Context: an optimization exercise on an open-source flow, tuned for small area, a short achievable clock period and few clock cycles. The choices shown serve that exercise and are no tape-out recipe. Function was checked by simulation only, so behaviour that the tests miss may differ from the original. Power and IR drop assume default switching activity.

Design GenTrianglePoints, start of the top module:
module GenTrianglePoints(
   i_clk, i_rst, i_start, i_v1, i_v2, i_v3,
   o_write, o_done, o_point
);
   parameter SCREEN_WIDTH = 640;
   parameter SCREEN_HEIGHT = 480;
   input         i_clk, i_rst, i_start;
   input [63:0]  i_v1, i_v2, i_v3;  
   output reg    o_write;
   output        o_done;
   output [31:0] o_point;           
   reg st_idle, st_dx, st_dy, st_box, st_mul, st_row, st_walk, st_sweep, st_down;
   reg [10:0] px, py;     
   reg        dir;        
   reg        rsf;        
   reg        hb;         
   reg [3:0]  pos;        
   reg        cxa0, cxa1, cxa2;   
   reg        cya0, cya1, cya2;   
   reg        cxr0, cxr1, cxr2;   
   reg        cyr0, cyr1, cyr2;   
   reg        cn0, cn1, cn2;      
   reg        cdbl, cpass;        
   reg        cdx, cdy;           
   reg [32:0] w0, w1, w2;
   function [32:0] ilv;
      input [14:0] fy, fx;
      integer i;
      begin
         ilv[32:30] = 3'b000;
         for (i = 0; i < 15; i = i + 1) begin
            ilv[2*i+1] = fy[i];
            ilv[2*i]   = fx[i];
         end
      end
   endfunction
   function [14:0] dly;    
      input [32:0] fw;
      integer i;
      for (i = 0; i < 15; i = i + 1) dly[i] = fw[2*i+3];
   endfunction
   function [14:0] dlx;    
      input [32:0] fw;
      integer i;
      for (i = 0; i < 15; i = i + 1) dlx[i] = fw[2*i+2];
   endfunction
   wire signed [14:0] vx0 = dlx(w0), vx1 = dlx(w1), vx2 = dlx(w2);
   wire signed [14:0] vy0 = dly(w0), vy1 = dly(w1), vy2 = dly(w2);
   reg [10:0] x, y, xlo, yhi;
   reg        xone;       
   reg        yhm;        
   reg signed [15:0] mx0, mx1, mx2, my0, my1, my2;    
   reg signed [30:0] e0, e1, e2;
   wire signed [14:0] minxf = (~mx0[15] & mx2[15]) ? vx0 : ((mx0[15] & ~mx1[15]) ? vx1 : vx2);
  ...
For scale: about 230 I/O pins, about 25000 um^2 of cells after synthesis.
==> flow/config.mk <==
export PLATFORM = sky130hd
export DESIGN_NAME = GenTrianglePoints
export DESIGN_NICKNAME = GenTrianglePoints
export VERILOG_FILES = /design/flow/design.v
export SDC_FILE = /design/flow/constraint.sdc
export NUM_CORES = 4
export LEC_CHECK = 0
export CAP_MARGIN = 30
export CORE_MARGIN = 2
export CORE_UTILIZATION = 65
export CTS_CLUSTER_DIAMETER = 60
export CTS_CLUSTER_SIZE = 20
export PLACE_DENSITY = 0.8
export SLEW_MARGIN = 20
==> flow/constraint.sdc <==
create_clock -name core_clock -period 24.0 [get_ports {i_clk}]
set_input_delay 4.8000 -clock core_clock [delete_from_list [all_inputs] [get_ports {i_clk}]]
set_output_delay 4.8000 -clock core_clock [all_outputs]
set_load 0.01 [all_outputs]
standard.sh (not shown) runs the stock make flow with config.mk's settings and CLKGATE_MAP_FILE= SYNTH_SCRIPT=/design/flow/synth_recipe.tcl, a recipe that flattens the netlist after the stock synthesis.
==> flow/flow/run.sh <==
#!/bin/bash
# The standard layout, with plain buffers (rather than delay buffers) on the ports.
set -euo pipefail
export BUFFER_PORTS_ARGS="-buffer_cell sky130_fd_sc_hd__buf_2"
bash standard.sh > standard.log 2>&1
The baseline went through all stages and came out clean.
Testbench counts at the start, summed over its fixed seeds: cycles 177,487.
Change:
Settings changed: CORE_UTILIZATION 65 to 50, PLACE_DENSITY 0.8 to 0.75.
The changed run completed with no timing, DRC or antenna violations. Global-route usage is lower by 8.0 points. Worst setup slack gets worse by 27 ps. Critical path depth does not change. Maximum frequency shrinks by 0.46%. Total power hardly moves. Clock-buffer cell count rose by 3. Flip-flop and latch count stays the same. Worst hold slack barely changes.
Change:
Settings changed: CORE_UTILIZATION 50 to 30, CTS_CLUSTER_DIAMETER 60 to not set, CTS_CLUSTER_SIZE 20 to not set, PLACE_DENSITY 0.75 to 0.8.
What happened:
- The changed run went through all stages and came out clean
- cell area went up by a few percent
- final cell count goes up by roughly a tenth
- utilization decreases by 22 points
- synthesized area stays the same
- routed wire length went down slightly
- die area went up by well over a third
- setup slack gets better by 7.9 ps
- maximum frequency is about the same
- power came out lower slightly
- register-to-register slack gains 330 ps
Change:
Settings changed: PLACE_DENSITY 0.8 to not set.
Final cell count is about the same.
Clock power came out higher by 8.3%.
Synthesized cell count does not change.
Worst hold slack degrades by 8.3 ps.
Via count falls by 2.6%.
Area after synthesis stays the same.

afterwards: timing with drivers on the ports:
Ports are ideal in the flow. The routed layouts listed here were re-timed in OpenROAD. Step 1 (the two cells are an assumption about what drives the block):
set clk [get_ports {i_clk}]
set_driving_cell -lib_cell sky130_fd_sc_hd__clkbuf_16 $clk
set_driving_cell -lib_cell sky130_fd_sc_hd__buf_2 [delete_from_list [all_inputs] $clk]
Step 2 adds t to the input delays and takes it off the output delays; t is the mean of the earliest and latest rising clock arrival at the registers after step 1. Input paths then give back, and output paths get back, about the clock's delay inside the block. Slacks: ideal / step 1 / step 2; pairs: ideal / step 1.
run | t, ns | slack for setup (ns) | worst setup path at the end | pins driven straight from the clock port
the first run | 0.612 | 18.183 / 18.127 / 18.321 | register to register | 1
the second run | 0.631 | 18.156 / 18.097 / 18.331 | register to register | 1
the third run | 0.607 | 18.164 / 18.106 / 18.451 | input to register | 1
the fourth run | 0.647 | 18.152 / 18.082 / 18.361 | input to register | 1
After both steps setup and hold are still met in every run listed.
